What follows belongs to an exercise in optimizing a design on an open flow for small area, a short achievable clock period and few clock cycles per item; a production flow would make more cautious choices. Only simulation tests tie the RTL to the original design; equivalence was not proved.

## flow/design.v (module list and top-level ports; edited modules follow where they fit)
// module csa_fa: 4 lines
// module upsample_csc: 1182 lines
module upsample_csc (
    input  logic        clk,
    input  logic        resetn,
    input  logic        start,
    output logic        done,
    input  logic [15:0] sram_read_data,
    output logic [15:0] sram_write_data,
    output logic [17:0] sram_address,
    output logic        sram_we_n
);
  // ...
==> flow/flow/run.sh <==
#!/bin/bash
# Own layout flow: the standard synthesis unchanged, then the standard ORFS steps with
# stronger timing repair (a larger setup margin, all endpoints) and faster port buffers.
# Each step's full output goes to a log file in the work folder.
set -euo pipefail
bash standard.sh synth > synth.log 2>&1
bash standard.sh SETUP_SLACK_MARGIN=7.5 TNS_END_PERCENT=100 \
     BUFFER_PORTS_ARGS="-buffer_cell sky130_fd_sc_hd__buf_4" finish > layout.log 2>&1
==> flow/standard.sh <==
#!/bin/bash
# synth_recipe.tcl (not shown) runs the flow's synth.tcl, then flattens the netlist and writes it again
# the make line also repeats each setting of config.mk as NAME=value (left out here)
make -C /OpenROAD-flow-scripts/flow DESIGN_CONFIG=/design/flow/config.mk WORK_HOME=/design/flow/orfs CLKGATE_MAP_FILE= SYNTH_SCRIPT=/design/flow/synth_recipe.tcl "${@:-finish}"
==> flow/config.mk <==
export PLATFORM = sky130hd
export DESIGN_NAME = upsample_csc
export DESIGN_NICKNAME = upsample_csc
export VERILOG_FILES = /design/flow/design.v
export SDC_FILE = /design/flow/constraint.sdc
export NUM_CORES = 4
export LEC_CHECK = 0
export ABC_AREA = 0
export CAP_MARGIN = 20
export CORE_MARGIN = 2
export CORE_UTILIZATION = 55
export CTS_CLUSTER_DIAMETER = 100
export CTS_CLUSTER_SIZE = 28
export PLACE_DENSITY = 0.7
export SLEW_MARGIN = 20
export SYNTH_HIERARCHICAL = 1
export SYNTH_MINIMUM_KEEP_SIZE = 0
==> flow/constraint.sdc <==
create_clock -name core_clock -period 11.0 [get_ports {clk}]
set_input_delay 2.2000 -clock core_clock [delete_from_list [all_inputs] [get_ports {clk}]]
set_output_delay 2.2000 -clock core_clock [all_outputs]
set_load 0.01 [all_outputs]
==> run summary, run 1 <==
Synth area leader: edfxtp_1
DRT antenna net count: 0
vias in the first global route: 13900
Cells on Worst Hold Path: 0
clk buf depth: 3
Remaining Overflow, GRT: 0
critical-path maximum fanout: 8
Sequential cell area: 9683 sq um
share of cells above drive strength 1: 7.592%
commonest non-fill, non-tap cell in the layout: fa_1
status: complete, no violations
period utilisation layout: 30.34%
Placeable Area: 39730 sq um
Multi-input gate area: 11550 sq um
Mean Syn Cell Area: 11.99 sq um
flop-to-flop setup slack: 7.66 ns
num rows: 73
CTS Sinks: 398
met3 usage in global routing: 2.736%
htree depth: 1
# Post-CTS Setup Buffers: 3
Non-CTS buffers: 89
Synth Area in XOR/XNOR: 2.804%
fmax: 299.7 MHz
Worst Tran Pin Value: 0.9488 ns
# port buffers: 54
wire length on met1: 21.23 mm
Testbench counts, summed over its fixed seeds: cycles 960,180, pixels 384,000.
==> run 2, diff against run 1 <==
--- a/flow/design.v
+++ b/flow/design.v
@@ -363,41 +363,24 @@
 logic [9:0] fvr;    
 always_ff @(posedge clk) fvr <= fq;
 logic [7:0] ylo1, ylo2, py, pu;
 logic [9:0] pw, pv;
 logic       sr;         
 always_ff @(posedge clk) begin
     ylo1 <= sram_read_data[7:0];
     ylo2 <= ylo1;
-    case (k)
-        3'd3: begin
-            py <= sram_read_data[15:8];
-            pw <= {2'b00, ch[47:40]};       
-            sr <= 1'b0;
-        end
-        3'd4: begin
-            pw <= {2'b00, ch[31:24]};       
-            sr <= 1'b1;
-            pu <= ch[39:32];                
-            pv <= {2'b00, ch[31:24]};       
-        end
-        3'd0: begin
-            py <= ylo2;
-            pw <= fq;                       
-            sr <= 1'b1;
-        end
-        3'd1: begin
-            pw <= {2'b00, fq[7:0]};         
-            sr <= 1'b0;
-            pu <= fq[7:0];
-            pv <= fvr;
-        end
-        default: ;
-    endcase
+    if (k == 3'd3) py <= sram_read_data[15:8];
+    if (k == 3'd0) py <= ylo2;
+    sr <= (k == 3'd4) || (k == 3'd0);
+    pw <= (k == 3'd3) ? {2'b00, ch[47:40]} :                   
+          (k == 3'd4) ? {2'b00, ch[31:24]} :                   
+                        {fq[9:8] & {2{k == 3'd0}}, fq[7:0]};   
+    pu <= (k == 3'd4) ? ch[39:32] : fq[7:0];                   
+    pv <= (k == 3'd4) ? {2'b00, ch[31:24]} : fvr;              
 end
 wire [34:0] mrb_d, mg_d;
 logic [34:0] mrb, mg;
   wire wn9 = ~pw[9];
   wire srn = ~sr;
   wire wr0 = pw[0] & sr;
   wire wr1 = pw[1] & sr;
   wire wr2 = pw[2] & sr;
==> flow/config.mk (replaced) <==
export PLATFORM = sky130hd
export DESIGN_NAME = upsample_csc
export DESIGN_NICKNAME = upsample_csc
export VERILOG_FILES = /design/flow/design.v
export SDC_FILE = /design/flow/constraint.sdc
export NUM_CORES = 4
export LEC_CHECK = 0
export ABC_AREA = 0
export CAP_MARGIN = 20
export CORE_MARGIN = 2
export CORE_UTILIZATION = 65
export CTS_CLUSTER_DIAMETER = 100
export CTS_CLUSTER_SIZE = 28
export PLACE_DENSITY = 0.8
export SLEW_MARGIN = 20
export SYNTH_HIERARCHICAL = 1
export SYNTH_MINIMUM_KEEP_SIZE = 0
==> run 2 against run 1 <==
Effect of this change: still clean; die area shrank 16%; register-to-register slack worse by 0.06 ns; cell area shrank 2.4%; clock skew increased by 0.0091 ns; critical endpoint unchanged.
==> run summary, run 2 <==
status: complete, no violations
Levels on crit path: 9
Post-Place Cells: 2320
DP Area: 22680 sq um
largest net degree at the start of global routing: 51
DR top layer: met5
wire length on met3: 2.758 mm
Mean Syn Cell Area: 11.73 sq um (-2.2%)
worst reg2reg startpoint: py[7]
top cell type's share of synthesized area: 23.00%
first-pass GRT wire length: 74.75 mm
Synth area leader: dfxtp_1
CP delay by family, top: adder cells
CTS Sinks: 398 (unchanged)
Placeable Area: 33280 sq um (-16%)
flop-to-flop setup slack: 7.60 ns (-0.06 ns)
hold_buf cts: 0
Initial DRC Count: 948
synthesized instance count: 1863
placed wire-length estimate: 35.68 mm
Critical Path Sink: mrb[34]
post-synthesis cell area: 21850 sq um
Die Ht: 187.4 um
commonest non-fill, non-tap cell in the layout: dfxtp_1
Ys Warns: 7
I/O Pins: 55
Worst Tran Pin Value: 1.016 ns (+0.06719 ns)
Cell Chain, Critical Path: inv_2 -> fa_1 -> fa_1 -> fa_1 -> fa_1 -> ha_1 -> or3_1 -> o21ai_0 -> a21oi_1
top flop regs: ch x96, mrb x35, mg x34
num rows: 67 (-8.2%)
Yosys reg bits: 398
Reg clk slew, reported paths: 0.11 ns
post-synthesis async set-or-reset flop share: 2.764%
most frequent cells in the layout: dfxtp_1, fa_1, inv_1
fin. max-slew vios: 0
final WL: 45.56 mm
fin util: 70.26%
CP bufs+invs: 1
Area growth syn-to-layout: 7.009%
Biggest register: ch
drt drc: 0
Worst Path Arrival: 3.82 ns
Final nets: 2326
GRT Util Overall: 27.16%
max FFs per register: 96
die width: 187.4 um
crit path from: py[7]
setup_tns: 0 ns
die area: 35100 sq um
setup violators final: 0
Skew-Pair Late Insertion Delay: 0.56 ns
endpoints failing hold: 0
critical-path maximum fanout: 3 (-5)
hold_ws: 0.3355 ns
fmax: 294.1 MHz (-1.9%)
most common cell in the netlist: dfxtp_1
post-route cell area: 23380 sq um
Non-Filler Instances: 2369
FF-to-FF End: mrb[34]
commonest register cell after synthesis: dfxtp_1
Inserted Diodes: 0
crit path kind: register to register
share of cells above drive strength 1: 6.715% (-0.88 points)
Post-synth EDFFs: 136
initial antenna violation count: 1
# port buffers: 54 (unchanged)
syn nets: 2280
Max stage delay on crit path: 0.56 ns
Initial Util: 65.66%
period utilisation layout: 30.91% (+0.57 points)
Final Wtd Congestion: 0.9408
Worst setup SP type: register
maxcap violations: 0
vias in the first global route: 14330 (+3.0%)
CTS Buf Count: 18
Worst slew margin: 31.85%
register area share after synthesis: 42.96%
Remaining Overflow, GRT: 0 (unchanged)
CTS tree: built
clk buf depth: 3 (unchanged)
Clock Tree Root: clkbuf_16
Netlist cell types: 65
Hold Crit Class: register to register
CP max stage cell: fa_1
Cells on Worst Hold Path: 0 (unchanged)
CP dominant cell by count: fa_1
RSZ-0062 raised after global routing: no
Routed wire per std cell: 19.23 um
commonest cells in the netlist: dfxtp_1, fa_1, inv_1
Max Clock Skew: 0.04303 ns
WL met2: 22.14 mm
via count: 13600
Setup crit end kind: register
vias per cell: 5.740
wire length on met1: 19.42 mm (-8.5%)
htree depth: 1 (unchanged)
DRT antenna net count: 0 (unchanged)
HP Start: ylo1[2]
DRT Pass-1 Iters: 7
reg2reg path depth: 9
Period minus WS final: 3.400 ns
critical path required time: 11.42 ns
dominant cells by area after synthesis: dfxtp_1, fa_1, edfxtp_1, ha_1, inv_1
run 2: final cells by class:
type / instances / area [sq um]
Fill cell: 2319 / 9898
Clock buffer: 27 / 494.2
Sequential cell: 398 / 9392
Multi-Input combinational cell: 1211 / 11510
Tap cell: 448 / 560.5
Clock inverter: 5 / 58.81
Inverter: 201 / 758.2
Timing Repair Buffer: 79 / 609.3
run 2: worst min-delay path by stage:
stage          endpoint  slack [ns]
2_1_floorplan   ylo2[0]        0.31
3_3_place_gp    ylo2[1]        0.31
3_5_place_dp    ylo2[7]        0.31
4_1_cts         ylo2[7]        0.34
5_1_grt         ylo2[7]        0.35
6_report        ylo2[2]        0.34
run 2: cell families (layout without fill, tap and decap cells):
logic type / after synthesis / in the layout / synth area share, %
xor+xnor: 71 / 71 / 2.880
compound gates: 289 / 289 / 8.108
fa+ha+maj: 398 / 398 / 30.86
buf+inv: 254 / 312 / 4.432
simple gates: 409 / 409 / 8.738
mux: 44 / 44 / 2.016
flops: 398 / 398 / 42.96
run 2: per-stage QoR:
stage / setup slack, ns
after floorplan: 7.521
after detailed placement: 7.102
after global routing: 7.513
after CTS: 7.535
final: 7.600
after global placement: 7.274
run 2: timing repair:
item                       CTS  global route
hold endpoints to repair     0             0
gates resized for setup      2             5
buffers inserted             5            12
cloned                       0             0
pin swaps                    0             2
setup endpoints to repair   15            15
run 2: per-layer routing:
layer / vias to the layer above / track usage, %
li1: 6307 / -
met1: 6757 / 36.92
met2: 452 / 46.20
met3: 81 / 4.015
met4: 2 / 7.112
met5: - / 0
run 2: per-module statistics from Yosys, one instance, submodules excluded:
module | cells inside | flip-flops and latches | cell area [sq um] | times used
upsample_csc | 1637 | 398 | 17330 | 1
csa_fa | 1 | 0 | 20.02 | 226
Testbench counts of run 2, summed over its fixed seeds: cycles 960,180, pixels 384,000.
==> run 3, diff against run 2 <==
==> flow/config.mk (replaced) <==
export PLATFORM = sky130hd
export DESIGN_NAME = upsample_csc
export DESIGN_NICKNAME = upsample_csc
export VERILOG_FILES = /design/flow/design.v
export SDC_FILE = /design/flow/constraint.sdc
export NUM_CORES = 4
export LEC_CHECK = 0
export ABC_AREA = 1
export CAP_MARGIN = 20
export CORE_MARGIN = 2
export CORE_UTILIZATION = 55
export CTS_CLUSTER_DIAMETER = 100
export CTS_CLUSTER_SIZE = 28
export PLACE_DENSITY = 0.7
export SLEW_MARGIN = 20
export SYNTH_HIERARCHICAL = 1
export SYNTH_MINIMUM_KEEP_SIZE = 0
==> run 3 against run 2 <==
Effect of this change: first-iteration DRC count is 31% higher; area after synthesis is 1.2% higher; sequential share of layout area is 0.54 points lower; utilization is 11 points lower; critical path depth is 1 higher; routed wire length is 3.2% higher; critical path type unchanged.
==> run summary, run 3 <==
setup_tns: 0 ns (unchanged)
Worst Path Arrival: 3.93 ns (+0.11 ns)
I/O Pins: 55 (unchanged)
Worst setup SP type: register
largest net degree at the start of global routing: 89 (+75%)
Fill cells: 3333 (+44%)
Placeable Area: 39730 sq um (+19%)
Setup crit end kind: register
Yosys reg bits: 398 (unchanged)
top cell type's share of synthesized area: 22.72% (-0.28 points)
Worst Tran Pin Value: 1.048 ns (+0.03163 ns)
DRT antenna net count: 0 (unchanged)
CTS Sinks: 398 (unchanged)
clk buf depth: 3 (unchanged)
placed wire-length estimate: 37.51 mm (+5.1%)
Clock Tree Root: clkbuf_16
status: complete, no violations
DRT Pass-1 Iters: 7 (unchanged)
Post-Place Cells: 2672 (+15%)
Biggest register: ch
Reg clk slew, reported paths: 0.12 ns (about the same)
Final Wtd Congestion: 0.9317 (-0.97%)
most frequent cells in the layout: nand2_1, inv_1, dfxtp_1
critical path required time: 11.44 ns (+0.02 ns)
hold_ws: 0.3352 ns (-0.0002980 ns)
Max Clock Skew: 0.02405 ns (-0.01897 ns)
commonest register cell after synthesis: dfxtp_1
Skew-Pair Late Insertion Delay: 0.55 ns (about the same)
register area share after synthesis: 42.45% (-0.52 points)
maxcap violations: 0 (unchanged)
syn nets: 2542 (+11%)
Post-synth EDFFs: 136 (unchanged)
top flop regs: ch x96, mrb x35, mg x34
Netlist cell types: 49 (-25%)
dominant cells by area after synthesis: dfxtp_1, fa_1, edfxtp_1, ha_1, nand2_1
Area growth syn-to-layout: 7.179%
period utilisation layout: 31.68% (+0.77 points)
Routed wire per std cell: 17.32 um (-9.9%)
Inserted Diodes: 0 (unchanged)
Hold Crit Class: register to register
drt drc: 0 (unchanged)
initial antenna violation count: 0 (-1)
Die Ht: 204.5 um (+9.2%)
die area: 41830 sq um (+19%)
fin util: 59.66% (-11 points)
die width: 204.5 um (+9.2%)
final WL: 47.03 mm (+3.2%)
Final nets: 2595 (+12%)
# port buffers: 54 (unchanged)
Remaining Overflow, GRT: 0 (unchanged)
RSZ-0062 raised after global routing: yes
commonest cells in the netlist: nand2_1, inv_1, dfxtp_1
htree depth: 1 (unchanged)
fmax: 287.0 MHz (-2.4%)
first-pass GRT wire length: 76.33 mm (+2.1%)
max FFs per register: 96 (unchanged)
post-synthesis cell area: 22120 sq um (+1.2%)
CTS tree: built
post-synthesis async set-or-reset flop share: 2.764% (unchanged)
critical-path maximum fanout: 6 (+3)
GRT Util Overall: 23.38% (-3.8 points)
synthesized instance count: 2125 (+14%)
endpoints failing hold: 0 (unchanged)
Initial Util: 55.66% (-10 points)
vias per cell: 5.344 (-6.9%)
vias in the first global route: 14740 (+2.9%)
setup violators final: 0 (unchanged)
Worst slew margin: 30.09% (-1.8 points)
Synth area leader: dfxtp_1
most common cell in the netlist: nand2_1
Ys Warns: 7 (unchanged)
crit path kind: register to register
hold_buf cts: 0 (unchanged)
via count: 14510 (+6.7%)
CTS Buf Count: 18 (unchanged)
Initial DRC Count: 1240 (+31%)
num rows: 73 (+9.0%)
fin. max-slew vios: 0 (unchanged)
commonest non-fill, non-tap cell in the layout: nand2_1
Non-Filler Instances: 2715 (+15%)
share of cells above drive strength 1: 5.571% (-1.1 points)
Mean Syn Cell Area: 10.41 sq um (-11%)
Period minus WS final: 3.484 ns (+0.08429 ns)
## run 3: area by class of cell
type                            instances  area, sq um  area share (%)
Clock inverter                          3        41.29          0.1742
Clock buffer                           29        491.7           2.074
Inverter                              313         1191           5.025
Timing Repair Buffer                   71        536.8           2.264
Sequential cell                       398         9392           39.62
Tap cell                              525        656.9           2.771
Multi-Input combinational cell       1376        11390           48.07
## run 3: timing repair
action / 4_1_cts / 5_1_grt
buffers inserted: 1 / 10
resized for setup: 3 / 5
endpoints found under the setup margin: 98 / 102
hold endpoints to repair: 0 / 0
pin swaps: 0 / 2
## run 3: kinds of logic after synthesis
kind of cell    Yosys count  share of synthesized area, %
xor+xnor                 30                         1.188
compound gates          256                         6.529
fa+ha+maj               398                         30.49
simple gates            692                         13.30
flops                   398                         42.45
buf+inv                 351                         6.042
## run 3: per-module statistics from Yosys, one instance, submodules excluded
module        times used  cells  cell area [sq um]
csa_fa               226      1              20.02
upsample_csc           1   1899              17590
## run 3: final timing paths
path / from / endpoint / slack (ns) / cells after the start
min reg2reg: ylo1[7] / ylo2[7] / 0.34 / 0
min in group asynchronous: resetn / done / 1.48 / 1
max reg2reg: pw[7] / mrb[34] / 7.52 / 10
max: pw[7] / mrb[34] / 7.52 / 10
min: ylo1[7] / ylo2[7] / 0.34 / 0
max in group asynchronous: resetn / lead[2] / 9.29 / 1
## run 3: per-layer routing
layer  track usage, %  part of all wire, %  vias up
met5                0                    0        -
met4            6.781                  3.1        0
met3            2.800                  5.2       91
met2            39.16                   47      425
met1            32.26                   45     7037
li1                 -                    -     6956
## run 3: metrics by stage
stage	cell area (sq um)	worst slack, ns
after global placement	23070	7.259
after detailed placement	23070	7.261
after floorplan	22120	7.617
final	23700	7.516
after global routing	23700	7.350
after CTS	23620	7.433
## run 3: worst max-delay path, cell delays in order, from the launching register on
cell and delay [ns]:
dfxtp_1 0.58, inv_1 0.15, ha_1 0.32, fa_1 0.51, fa_1 0.52, fa_1 0.49, ha_1 0.30, a21oi_1 0.14
o21ai_0 0.10, o211ai_1 0.20, nand2_1 0.07
==> run 4, diff against run 3 <==
--- a/flow/config.mk
+++ b/flow/config.mk
@@ -5,7 +5,7 @@
 export SDC_FILE = /design/flow/constraint.sdc
 export NUM_CORES = 4
 export LEC_CHECK = 0
-export ABC_AREA = 1
+export ABC_AREA = 0
 export CAP_MARGIN = 20
 export CORE_MARGIN = 2
 export CORE_UTILIZATION = 55
==> run 4 against run 3 <==
Effect of this change: flip-flop and latch count did not move; synthesized cell count shrank 12%; sequential share of layout area rose by 0.34 points; critical path type unchanged; fmax rose by 3.3%; count of clock-buffer cells in the layout unchanged; utilization fell by 0.090 points; global-route usage decreased by 0.096 points.
==> run summary, run 4 <==
Remaining Overflow, GRT: 0 (unchanged)
Post-Synth Adder-Cell Area: 30.86% (+0.37 points)
dominant cells by area after synthesis: dfxtp_1, fa_1, edfxtp_1, ha_1, inv_1
Initial DRC Count: 881 (-29%)
Final Wtd Congestion: 0.9068 (-2.7%)
register area share after synthesis: 42.96% (+0.52 points)
die area: 41340 sq um (-1.2%)
Area growth syn-to-layout: 7.570%
period utilisation layout: 30.65% (-1.0 points)
share of cells above drive strength 1: 6.760% (+1.2 points)
via count: 13250 (-8.6%)
RSZ-0062 raised after global routing: no
fmax: 296.6 MHz (+3.3%)
Period minus WS final: 3.372 ns (-0.1125 ns)
Cell Chain, Critical Path: inv_1 -> fa_1 -> fa_1 -> fa_1 -> fa_1 -> ha_1 -> or3_1 -> o21ai_0 -> a21oi_1
DRT Pass-1 Iters: 5 (-2)
Worst Tran Pin Value: 0.9861 ns (-0.06143 ns)
GRT Util Overall: 23.28% (-0.096 points)
synthesized instance count: 1863 (-12%)
I/O Pins: 55 (unchanged)
endpoints failing hold: 0 (unchanged)
critical-path maximum fanout: 3 (-3)
Synth Area in XOR/XNOR: 2.880% (+1.7 points)
fin. max-slew vios: 0 (unchanged)
CTS tree: built
Max Clock Skew: 0.02150 ns (-0.002559 ns)
Hold Crit Class: register to register
final WL: 46.24 mm (-1.7%)
Worst Path Arrival: 3.81 ns (-0.12 ns)
Inserted Diodes: 0 (unchanged)
compound-cell area share of the yosys netlist: 8.108% (+1.6 points)
DP Area: 22770 sq um (-1.3%)
post-synthesis cell area: 21850 sq um (-1.2%)
initial antenna violation count: 0 (unchanged)
simple logic cell fraction of the synthesized area: 8.738% (-4.6 points)
syn nets: 2280 (-10%)
commonest non-fill, non-tap cell in the layout: dfxtp_1
Yosys reg bits: 398 (unchanged)
Max stage delay on crit path: 0.52 ns (-0.06 ns)
maxcap violations: 0 (unchanged)
vias per cell: 5.414 (+1.3%)
max FFs per register: 96 (unchanged)
CTS Buf Count: 18 (unchanged)
hold_buf cts: 0 (unchanged)
Die Ht: 203.3 um (-0.59%)
most common cell in the netlist: dfxtp_1
Netlist cell types: 65 (+33%)
top cell type's share of synthesized area: 23.00% (+0.28 points)
Multi-input gate area: 11520 sq um (+1.1%)
post-route cell area: 23510 sq um (-0.84%)
num rows: 73 (unchanged)
top flop regs: ch x96, mrb x35, mg x34
placed wire-length estimate: 36.17 mm (-3.6%)
drt drc: 0 (unchanged)
htree depth: 1 (unchanged)
Skew-Pair Late Insertion Delay: 0.55 ns (about the same)
Mean Syn Cell Area: 11.73 sq um (+13%)
Clock Tree Root: clkbuf_16
multiplexer share of the synthesized area: 2.016% (+2.0 points)
fin util: 59.57% (-0.090 points)
status: complete, no violations
Sequential cell area: 9392 sq um (unchanged)
post-synthesis async set-or-reset flop share: 2.764% (unchanged)
CTS Sinks: 398 (unchanged)
crit path kind: register to register
CP max stage cell: fa_1
Final nets: 2328 (-10%)
setup violators final: 0 (unchanged)
Biggest register: ch
Initial Util: 55.38% (-0.29 points)
first-pass GRT wire length: 74.43 mm (-2.5%)
Worst slew margin: 33.85% (+3.8 points)
# port buffers: 54 (unchanged)
critical path required time: 11.44 ns (about the same)
CP dominant cell by count: fa_1
Synth area leader: dfxtp_1
Setup crit end kind: register
Routed wire per std cell: 18.89 um (+9.0%)
Placeable Area: 39460 sq um (-0.69%)
Worst setup SP type: register
most frequent cells in the layout: dfxtp_1, fa_1, inv_1
DRT antenna net count: 0 (unchanged)
Fill cells: 3240 (-2.8%)
clk buf depth: 3 (unchanged)
Post-synth EDFFs: 136 (unchanged)
Reg clk slew, reported paths: 0.11 ns (about the same)
die width: 203.3 um (-0.59%)
largest family of logic cells by synthesized area: adder cells
largest net degree at the start of global routing: 49 (-45%)
commonest cells in the netlist: dfxtp_1, fa_1, inv_1
setup_tns: 0 ns (unchanged)
Ys Warns: 7 (unchanged)
commonest register cell after synthesis: dfxtp_1
vias in the first global route: 13930 (-5.5%)
==> run 4: cell type report <==
class	count	share of cell area, %
multi-input combinational	1211	49.02
clock inverter	3	0.1703
timing repair inverter	1	0.02129
timing repair buffer	80	2.678
clock buffer	29	2.135
sequential	398	39.96
tap	525	2.795
inverter	201	3.226
==> run 4: cell families (layout without fill, tap and decap cells) <==
kind of cell               count (synthesis)  count (layout)
and+or+nand+nor                          409             409
AOI/OAI and AO/OA                        289             289
buffers and inverters                    254             314
xor gates and xnor gates                  71              71
adders and majority gates                398             398
muxes                                     44              44
DFF                                      398             398
==> run 4: metal layers <==
metal	global-route usage, %	wire length [um]	vias to the layer above
li1	-	-	6313
met1	32.33	20860	6567
met4	6.283	1134	0
met3	2.573	1966	72
met2	39.22	22280	302
met5	0	0	-
==> run 4: per-module statistics from Yosys, one instance, submodules excluded <==
module        cell area [sq um]  cells inside  flip-flops and latches
csa_fa                    20.02             1                       0
upsample_csc              17330          1637                     398
==> run 4: worst paths after layout <==
check                        start  endpoint  slack, ns  cells past startpoint
max in group asynchronous   resetn   lead[0]       9.31                      1
min reg2reg                ylo1[5]   ylo2[5]       0.33                      0
min in group asynchronous   resetn        we       1.46                      1
max                          py[7]   mrb[34]       7.63                      9
max reg2reg                  py[7]   mrb[34]       7.63                      9
min                        ylo1[5]   ylo2[5]       0.33                      0
==> run 4: timing repair <==
item                       in CTS  in global routing
cloned                          0                  1
gates resized for setup         2                  5
setup endpoints to repair      58                 59
setup buffers                   4                 15
==> run 4: metrics by stage <==
| stage | std cells | hold WS, ns | setup slack (ns) |
|---|---|---|---|
| floorplan | 1863 | 0.3096 | 7.521 |
| global placement | 2396 | 0.3120 | 7.227 |
| detailed placement | 2396 | 0.3121 | 7.125 |
| CTS | 2432 | 0.3360 | 7.500 |
| global route | 2448 | 0.3388 | 7.500 |
| finish | 2448 | 0.3324 | 7.628 |
==> run 4: critical path, delay by kind of cell, from the launching register on <==
kind,cells,cell delay (ns)
AOI/OAI and AO/OA,2,0.15
adders and majority gates,5,2.25
buffers and inverters,1,0.10
DFF,1,0.40
and+or+nand+nor,1,0.36
==> run 5, diff against run 4 <==
--- a/flow/flow/run.sh
+++ b/flow/flow/run.sh
@@ -5,4 +5,5 @@
 set -euo pipefail
 bash standard.sh synth > synth.log 2>&1
 bash standard.sh SETUP_SLACK_MARGIN=7.5 TNS_END_PERCENT=100 \
-     BUFFER_PORTS_ARGS="-buffer_cell sky130_fd_sc_hd__buf_4" finish > layout.log 2>&1
+     BUFFER_PORTS_ARGS="-buffer_cell sky130_fd_sc_hd__buf_4" \
+     CTS_ARGS="-sink_clustering_enable -repair_clock_nets -sink_clustering_size 28 -sink_clustering_max_diameter 100 -dont_use_dummy_load -distance_between_buffers 150" finish > layout.log 2>&1
==> run 5 against run 4 <==
Effect of this change: critical path type unchanged; worst setup slack gained 0.0079 ns; global-route usage shrank 0.089 points; synthesized cell count is the same; routed wire length shrank 0.30%; die area is the same; fmax grew 0.23%; count of clock-buffer cells in the layout shrank 11; flip-flop and latch count is the same; critical endpoint unchanged; still clean; cell area shrank 0.42%.
==> run summary, run 5 <==
Fill cells: 3249 (+0.28%)
most common cell in the netlist: dfxtp_1
final WL: 46.10 mm (-0.30%)
Ys Warns: 7 (unchanged)
largest net degree at the start of global routing: 49 (unchanged)
most frequent cells in the layout: dfxtp_1, fa_1, inv_1
I/O Pins: 55 (unchanged)
Mean Syn Cell Area: 11.73 sq um (unchanged)
register area share after synthesis: 42.96% (unchanged)
Worst setup SP type: register
share of cells above drive strength 1: 6.604% (-0.16 points)
Area growth syn-to-layout: 7.118%
Cell Chain, Critical Path: inv_2 -> fa_1 -> fa_1 -> fa_1 -> fa_1 -> ha_1 -> or3_1 -> o21ai_0 -> a21oi_1
reg2reg path depth: 9 (unchanged)
num rows: 73 (unchanged)
met2 Usage GRT: 39.18% (-0.049 points)
GRT Util Overall: 23.20% (-0.089 points)
Worst slew margin: 33.83% (about the same)
Final nets: 2327 (-0.043%)
Die Ht: 203.3 um (unchanged)
clk buf depth: 3 (unchanged)
via count: 13210 (-0.35%)
Max Clock Skew: 0.04305 ns (+0.02156 ns)
Biggest register: ch
Placeable Area: 39460 sq um (unchanged)
Setup crit end kind: register
Clock Tree Root: clkbuf_16
CP dominant cell by count: fa_1
placed wire-length estimate: 36.17 mm (unchanged)
period utilisation layout: 30.58% (-0.072 points)
status: complete, no violations
Routed wire per std cell: 18.95 um (+0.31%)
hold endpoint: ylo2[5]
Final Wtd Congestion: 0.9068 (unchanged)
Top Usage Layer GRT: met2
die area: 41340 sq um (unchanged)
Period minus WS final: 3.364 ns (-0.007880 ns)
die width: 203.3 um (unchanged)
CP bufs+invs: 1 (unchanged)
Reg clk slew, reported paths: 0.10 ns (about the same)
Synth area leader: dfxtp_1
syn nets: 2280 (unchanged)
DRT Pass-1 Iters: 8 (+3)
Worst Tran Pin Value: 0.9865 ns (+0.0003387 ns)
CP delay by family, top: adder cells
maxcap violations: 0 (unchanged)
Netlist cell types: 65 (unchanged)
worst reg2reg startpoint: py[7]
met3 usage in global routing: 2.605% (+0.032 points)
max FFs per register: 96 (unchanged)
vias in the first global route: 13940 (+0.065%)
RSZ-0062 raised after global routing: no
Yosys reg bits: 398 (unchanged)
Worst Path Arrival: 3.77 ns (-0.04 ns)
Initial Util: 55.38% (unchanged)
CTS Sinks: 398 (unchanged)
Hold Crit Class: register to register
top flop regs: ch x96, mrb x35, mg x34
Cells on Worst Hold Path: 0 (unchanged)
CTS tree: built
Skew-Pair Late Insertion Delay: 0.55 ns (about the same)
Inserted Diodes: 0 (unchanged)
setup_tns: 0 ns (unchanged)
post-synthesis async set-or-reset flop share: 2.764% (unchanged)
top cell type's share of synthesized area: 23.00% (unchanged)
commonest cells in the netlist: dfxtp_1, fa_1, inv_1
met1 Use GR: 32.09% (-0.24 points)
crit path kind: register to register
CP max stage cell: fa_1
commonest register cell after synthesis: dfxtp_1
DRT antenna net count: 0 (unchanged)
critical path required time: 11.40 ns (-0.04 ns)
fin. max-slew vios: 0 (unchanged)
critical-path maximum fanout: 3 (unchanged)
Max stage delay on crit path: 0.52 ns (about the same)
htree depth: 1 (unchanged)
FF-to-FF End: mrb[34]
fmax: 297.3 MHz (+0.23%)
drt drc: 0 (unchanged)
dominant cells by area after synthesis: dfxtp_1, fa_1, edfxtp_1, ha_1, inv_1
CTS Buf Count: 18 (unchanged)
Remaining Overflow, GRT: 0 (unchanged)
HP Start: ylo1[5]
endpoints failing hold: 0 (unchanged)
setup violators final: 0 (unchanged)
# port buffers: 54 (unchanged)
flop-to-flop setup slack: 7.64 ns (about the same)
synthesized instance count: 1863 (unchanged)
commonest non-fill, non-tap cell in the layout: dfxtp_1
Post-synth EDFFs: 136 (unchanged)
post-synthesis cell area: 21850 sq um (unchanged)
initial antenna violation count: 0 (unchanged)
hold_ws: 0.3320 ns (-0.0004430 ns)
Initial DRC Count: 899 (+2.0%)
vias per cell: 5.428 (+0.26%)
first-pass GRT wire length: 74.18 mm (-0.33%)
run 5: worst max path at each step:
stage	from	to	slack [ns]	cells after the start
6_report	py[7]	mrb[34]	7.64	9
5_1_grt	j158	fb[8]	7.52	13
4_1_cts	k[2]	ch[94]	7.50	7
3_5_place_dp	k[2]	ch[94]	7.13	7
3_3_place_gp	k[2]	ch[95]	7.23	7
2_1_floorplan	py[7]	mrb[34]	7.52	9
run 5: cell type report:
class / count / area [sq um] / area share (%)
Sequential cell: 398 / 9392 / 40.12
Timing Repair Buffer: 79 / 621.8 / 2.657
Timing Repair inverter: 1 / 5.005 / 0.02138
Inverter: 201 / 758.2 / 3.239
Multi-Input combinational cell: 1211 / 11520 / 49.23
Tap cell: 525 / 656.9 / 2.806
Clock buffer: 18 / 450.4 / 1.924
run 5: cells by family after synthesis:
family	Yosys count	synth area share, %
simple gates	409	8.738
buf+inv	254	4.432
xor+xnor	71	2.880
mux	44	2.016
compound gates	289	8.108
fa+ha+maj	398	30.86
flops	398	42.96
run 5: Yosys stat by module (local to each module, per instance):
module        times used  cells inside  cell area [sq um]
upsample_csc           1          1637              17330
csa_fa               226             1              20.02
run 5: repair_timing:
| item | in CTS | in global routing |
|---|---|---|
| hold buffers | 0 | 0 |
| endpoints found under the setup margin | 58 | 60 |
| resized for setup | 2 | 6 |
| buffers inserted | 4 | 14 |
| gates cloned | 0 | 1 |
run 5: stage by stage:
| step | util [%] | instances | instance area (sq um) | setup slack [ns] |
|---|---|---|---|---|
| global placement | 57.69 | 2396 | 22760 | 7.227 |
| detailed placement | 57.70 | 2396 | 22770 | 7.125 |
| finish | 59.32 | 2433 | 23410 | 7.636 |
| floorplan | - | 1863 | 21850 | 7.521 |
| global route | 59.32 | 2433 | 23410 | 7.519 |
| CTS | 58.93 | 2418 | 23250 | 7.500 |
run 5: metal layers:
layer	vias up	share of wire, %
met2	294	48
met5	-	0
met1	6543	45
li1	6304	-
met4	0	2.3
met3	66	4.1
==> run 6, diff against run 5 <==
--- a/flow/flow/run.sh
+++ b/flow/flow/run.sh
@@ -6,4 +6,4 @@
 bash standard.sh synth > synth.log 2>&1
 bash standard.sh SETUP_SLACK_MARGIN=7.5 TNS_END_PERCENT=100 \
      BUFFER_PORTS_ARGS="-buffer_cell sky130_fd_sc_hd__buf_4" \
-     CTS_ARGS="-sink_clustering_enable -repair_clock_nets -sink_clustering_size 28 -sink_clustering_max_diameter 100 -dont_use_dummy_load -distance_between_buffers 150" finish > layout.log 2>&1
+     CTS_ARGS="-sink_clustering_enable -repair_clock_nets -sink_clustering_size 28 -sink_clustering_max_diameter 100 -dont_use_dummy_load" finish > layout.log 2>&1
==> run 6 against run 5 <==
Effect of this change: flip-flop and latch count did not move; first-iteration DRC count did not move; utilization stayed put; still clean on timing, DRC and antenna; critical endpoint unchanged; hold slack is the same; critical path type unchanged; highest routed layer unchanged; cell area unchanged.
==> run summary, run 6 <==
status: complete, no violations
Mean Syn Cell Area: 11.73 sq um (unchanged)
hold_buf cts: 0 (unchanged)
Remaining Overflow, GRT: 0 (unchanged)
Netlist cell types: 65 (unchanged)
Routed wire per std cell: 18.95 um (unchanged)
vias in the first global route: 13940 (unchanged)
Synth area leader: dfxtp_1
crit path kind: register to register
Max Clock Skew: 0.04305 ns (unchanged)
drt drc: 0 (unchanged)
register area share after synthesis: 42.96% (unchanged)
top cell type's share of synthesized area: 23.00% (unchanged)
Skew-Pair Late Insertion Delay: 0.55 ns (about the same)
crit path from: py[7]
RSZ-0062 raised after global routing: no
most common cell in the netlist: dfxtp_1
Worst slew margin: 33.83% (unchanged)
htree depth: 1 (unchanged)
first-pass GRT wire length: 74.18 mm (unchanged)
period utilisation layout: 30.58% (unchanged)
Reg clk slew, reported paths: 0.10 ns (about the same)
Inserted Diodes: 0 (unchanged)
clk buf depth: 3 (unchanged)
via count: 13210 (unchanged)
post-synthesis cell area: 21850 sq um (unchanged)
die width: 203.3 um (unchanged)
I/O Pins: 55 (unchanged)
dominant cells by area after synthesis: dfxtp_1, fa_1, edfxtp_1, ha_1, inv_1
Biggest register: ch
Initial Util: 55.38% (unchanged)
post-synthesis async set-or-reset flop share: 2.764% (unchanged)
final WL: 46.10 mm (unchanged)
worst reg2reg startpoint: py[7]
Worst setup SP type: register
Final nets: 2327 (unchanged)
max FFs per register: 96 (unchanged)
vias per cell: 5.428 (unchanged)
CTS tree: built
Ys Warns: 7 (unchanged)
largest net degree at the start of global routing: 49 (unchanged)
Yosys reg bits: 398 (unchanged)
synthesized instance count: 1863 (unchanged)
Placeable Area: 39460 sq um (unchanged)
GRT Util Overall: 23.20% (unchanged)
most frequent cells in the layout: dfxtp_1, fa_1, inv_1
setup violators final: 0 (unchanged)
Clock Tree Root: clkbuf_16
hold_ws: 0.3320 ns (unchanged)
syn nets: 2280 (unchanged)
commonest cells in the netlist: dfxtp_1, fa_1, inv_1
fin. max-slew vios: 0 (unchanged)
Worst Tran Pin Value: 0.9865 ns (unchanged)
setup_tns: 0 ns (unchanged)
die area: 41340 sq um (unchanged)
initial antenna violation count: 0 (unchanged)
Hold Crit Class: register to register
critical path required time: 11.40 ns (about the same)
Initial DRC Count: 899 (unchanged)
commonest register cell after synthesis: dfxtp_1
Final Wtd Congestion: 0.9068 (unchanged)
# port buffers: 54 (unchanged)
endpoints failing hold: 0 (unchanged)
Period minus WS final: 3.364 ns (unchanged)
placed wire-length estimate: 36.17 mm (unchanged)
Die Ht: 203.3 um (unchanged)
Post-synth EDFFs: 136 (unchanged)
CTS Sinks: 398 (unchanged)
top flop regs: ch x96, mrb x35, mg x34
commonest non-fill, non-tap cell in the layout: dfxtp_1
HP Start: ylo1[5]
Setup crit end kind: register
Worst Path Arrival: 3.77 ns (about the same)
Area growth syn-to-layout: 7.118% (unchanged)
CTS Buf Count: 18 (unchanged)
num rows: 73 (unchanged)
maxcap violations: 0 (unchanged)
fmax: 297.3 MHz (unchanged)
DRT antenna net count: 0 (unchanged)
share of cells above drive strength 1: 6.604% (unchanged)
critical-path maximum fanout: 3 (unchanged)
DRT Pass-1 Iters: 8 (unchanged)
-- run 6: per-stage QoR --
step	utilization (%)	std cells	area, sq um	setup WS [ns]
finish	59.32	2433	23410	7.636
global route	59.32	2433	23410	7.519
CTS	58.93	2418	23250	7.500
detailed placement	57.70	2396	22770	7.125
global placement	57.69	2396	22760	7.227
floorplan	-	1863	21850	7.521
-- run 6: path summary, 6_finish.rpt --
check,endpoint,slack (ns),depth (start not counted)
max,mrb[34],7.64,9
min,ylo2[5],0.33,0
max reg2reg,mrb[34],7.64,9
min reg2reg,ylo2[5],0.33,0
max in group asynchronous,lead[0],9.31,1
min in group asynchronous,we,1.46,1
-- run 6: worst max-delay path, stage by stage (launching register included) --
cell	delay, ns
edfxtp_1	0.41
inv_2	0.08
fa_1	0.51
fa_1	0.52
fa_1	0.52
fa_1	0.49
ha_1	0.21
or3_1	0.36
o21ai_0	0.09
a21oi_1	0.05
-- run 6: area by class of cell --
class | instances | area [sq um]
sequential | 398 | 9392
timing repair buffer | 79 | 621.8
clock buffer | 18 | 450.4
fill | 3249 | 16050
tap | 525 | 656.9
multi-input combinational | 1211 | 11520
inverter | 201 | 758.2
timing repair inverter | 1 | 5.005
-- run 6: kinds of logic (layout without fill, tap and decap cells) --
family | count (synthesis) | in the layout | share of synthesized area, %
AO/OA/AOI/OAI | 289 | 289 | 8.108
XOR/XNOR | 71 | 71 | 2.880
adder cells (fa/ha/maj) | 398 | 398 | 30.86
buffers and inverters | 254 | 299 | 4.432
flip-flops | 398 | 398 | 42.96
multiplexers | 44 | 44 | 2.016
AND/OR/NAND/NOR | 409 | 409 | 8.738
-- run 6: metal layers --
layer  vias up  track usage, %  wire (um)
met2       294           39.18      22210
met5         -               0          0
met1      6543           32.09      20920
li1       6304               -          -
met3        66           2.605       1910
met4         0           6.257       1059
-- run 6: repair_timing --
item / CTS / global route
setup buffers: 4 / 14
gates cloned: 0 / 1
resized for setup: 2 / 6
setup endpoints to repair: 58 / 60
-- run 6: per-module statistics from Yosys, one instance, submodules excluded --
module        cells  area, sq um
csa_fa            1        20.02
upsample_csc   1637        17330
==> run 7, diff against run 6 <==
--- a/flow/flow/run.sh
+++ b/flow/flow/run.sh
@@ -1,6 +1,7 @@
 #!/bin/bash
 # Own layout flow: the standard synthesis unchanged, then the standard ORFS steps with
-# stronger timing repair (a larger setup margin, all endpoints) and faster port buffers.
+# stronger timing repair (a larger setup margin, all endpoints), faster port buffers and
+# clock tree synthesis without dummy balancing loads.
 # Each step's full output goes to a log file in the work folder.
 set -euo pipefail
 bash standard.sh synth > synth.log 2>&1
==> run 7 against run 6 <==
Effect of this change: routed wire length unchanged; worst setup slack unchanged; via count unchanged; fmax unchanged; clock skew unchanged; highest routed layer unchanged.
==> run summary, run 7 <==
Hold Crit Class: register to register
vias per cell: 5.428 (unchanged)
Biggest register: ch
first-pass GRT wire length: 74.18 mm (unchanged)
Clock Tree Root: clkbuf_16
largest net degree at the start of global routing: 49 (unchanged)
Netlist cell types: 65 (unchanged)
clk buf depth: 3 (unchanged)
placed wire-length estimate: 36.17 mm (unchanged)
via count: 13210 (unchanged)
fin. max-slew vios: 0 (unchanged)
CTS Buf Count: 18 (unchanged)
htree depth: 1 (unchanged)
critical-path maximum fanout: 3 (unchanged)
final WL: 46.10 mm (unchanged)
fmax: 297.3 MHz (unchanged)
DRT Pass-1 Iters: 8 (unchanged)
post-synthesis cell area: 21850 sq um (unchanged)
register area share after synthesis: 42.96% (unchanged)
Post-synth EDFFs: 136 (unchanged)
Yosys reg bits: 398 (unchanged)
initial antenna violation count: 0 (unchanged)
status: complete, no violations
Reg clk slew, reported paths: 0.10 ns (about the same)
Inserted Diodes: 0 (unchanged)
Ys Warns: 7 (unchanged)
critical path required time: 11.40 ns (about the same)
Synth area leader: dfxtp_1
worst setup slack after placement: 7.125 ns (unchanged)
drt drc: 0 (unchanged)
commonest cells in the netlist: dfxtp_1, fa_1, inv_1
Die Ht: 203.3 um (unchanged)
DRT antenna net count: 0 (unchanged)
top cell type's share of synthesized area: 23.00% (unchanged)
post-synthesis async set-or-reset flop share: 2.764% (unchanged)
max FFs per register: 96 (unchanged)
CP max stage cell: fa_1
die width: 203.3 um (unchanged)
Worst setup SP type: register
Mean Syn Cell Area: 11.73 sq um (unchanged)
Cell Chain, Critical Path: inv_2 -> fa_1 -> fa_1 -> fa_1 -> fa_1 -> ha_1 -> or3_1 -> o21ai_0 -> a21oi_1
dominant cells by area after synthesis: dfxtp_1, fa_1, edfxtp_1, ha_1, inv_1
Final nets: 2327 (unchanged)
CP delay by family, top: adder cells
commonest register cell after synthesis: dfxtp_1
setup_tns: 0 ns (unchanged)
Worst Tran Pin Value: 0.9865 ns (unchanged)
crit path kind: register to register
hold_ws: 0.3320 ns (unchanged)
Placeable Area: 39460 sq um (unchanged)
most frequent cells in the layout: dfxtp_1, fa_1, inv_1
endpoints failing hold: 0 (unchanged)
die area: 41340 sq um (unchanged)
setup ws final: 7.636 ns (unchanged)
synthesized instance count: 1863 (unchanged)
num rows: 73 (unchanged)
commonest non-fill, non-tap cell in the layout: dfxtp_1
syn nets: 2280 (unchanged)
Non-Filler Instances: 2433 (unchanged)
Remaining Overflow, GRT: 0 (unchanged)
vias in the first global route: 13940 (unchanged)
Period minus WS final: 3.364 ns (unchanged)
most common cell in the netlist: dfxtp_1
CTS tree: built
fin util: 59.32% (unchanged)
setup violators final: 0 (unchanged)
share of cells above drive strength 1: 6.604% (unchanged)
Area growth syn-to-layout: 7.118% (unchanged)
Worst slew margin: 33.83% (unchanged)
Post-Place Cells: 2396 (unchanged)
Max Clock Skew: 0.04305 ns (unchanged)
GRT Util Overall: 23.20% (unchanged)
CP bufs+invs: 1 (unchanged)
top flop regs: ch x96, mrb x35, mg x34
maxcap violations: 0 (unchanged)
CP dominant cell by count: fa_1
Setup crit end kind: register
Initial Util: 55.38% (unchanged)
Skew-Pair Late Insertion Delay: 0.55 ns (about the same)
Final Wtd Congestion: 0.9068 (unchanged)
Max stage delay on crit path: 0.52 ns (about the same)
Worst Path Arrival: 3.77 ns (about the same)
Routed wire per std cell: 18.95 um (unchanged)
CTS Sinks: 398 (unchanged)
period utilisation layout: 30.58% (unchanged)
Initial DRC Count: 899 (unchanged)
RSZ-0062 raised after global routing: no
# port buffers: 54 (unchanged)
I/O Pins: 55 (unchanged)
run 7: modules after synthesis (local to each module, per instance):
module	flops+latches	copies in the design	cells inside	area, sq um
upsample_csc	398	1	1637	17330
csa_fa	0	226	1	20.02
run 7: final cells by class:
type	count	area, sq um
fill	3249	16050
tap	525	656.9
multi-input combinational	1211	11520
inverter	201	758.2
clock buffer	18	450.4
timing repair buffer	79	621.8
timing repair inverter	1	5.005
sequential	398	9392
run 7: cells by family (layout without fill, tap and decap cells):
family	Yosys count	count (layout)	share of synthesized area (%)
AO/OA/AOI/OAI	289	289	8.108
multiplexers	44	44	2.016
adder cells (fa/ha/maj)	398	398	30.86
buffers and inverters	254	299	4.432
flip-flops	398	398	42.96
AND/OR/NAND/NOR	409	409	8.738
XOR/XNOR	71	71	2.880
run 7: layer usage:
metal	vias up	track usage, %	part of all wire, %
met5	-	0	0
met4	0	6.257	2.3
met3	66	2.605	4.1
met2	294	39.18	48
met1	6543	32.09	45
li1	6304	-	-
run 7: path summary, 6_finish.rpt:
kind                            endpoint  slack [ns]  startpoint  cells past startpoint
worst max-delay path             mrb[34]        7.64       py[7]                      9
worst min-delay path             ylo2[5]        0.33     ylo1[5]                      0
worst max register to register   mrb[34]        7.64       py[7]                      9
worst min register to register   ylo2[5]        0.33     ylo1[5]                      0
max in group asynchronous        lead[0]        9.31      resetn                      1
min in group asynchronous             we        1.46      resetn                      1
run 7: metrics by stage:
stage	cell area, sq um
3_5_place_dp	22770
2_1_floorplan	21850
5_1_grt	23410
6_report	23410
3_3_place_gp	22760
4_1_cts	23250
run 7: what timing repair did:
action	in CTS	in global routing
buffers inserted	4	14
endpoints found under the hold margin	0	0
cloned	0	1
pin swaps	0	0
hold buffers	0	0
gates resized for setup	2	6
setup endpoints to repair	58	60

[separate check: timing with driven ports]
No port has a modelled driver above. Below, the same layouts with a new extraction and two added sets of constraints.
Step 1, drivers: a clkbuf_16 drives clk and a buf_2 each remaining input, both assumed.
Step 2 adds t to the input delays and takes it off the output delays; t is the mean of the earliest and latest rising clock arrival at the registers after step 1. Input paths then give back, and output paths get back, about the clock's delay inside the block.
Three values: no drivers, after step 1, after step 2; two values: the first two.
run | shift t [ns] | slack for setup (ns) | worst setup path after step 2
run 1 | 0.599 | 7.663 / 7.616 / 7.490 | input to register
run 2 | 0.595 | 7.600 / 7.600 / 7.600 | register to register
run 3 | 0.589 | 7.516 / 7.516 / 7.516 | register to register
run 4 | 0.599 | 7.628 / 7.582 / 7.628 | register to register
run 5 | 0.585 | 7.636 / 7.593 / 7.636 | register to register
run 6 | 0.585 | 7.636 / 7.593 / 7.636 | register to register
run 7 | 0.585 | 7.636 / 7.593 / 7.636 | register to register
After both steps setup and hold are still met in every run listed. For run 1, which loses most, drivers alone change the setup slack by -0.047 ns; drivers and shift together by -0.173 ns.
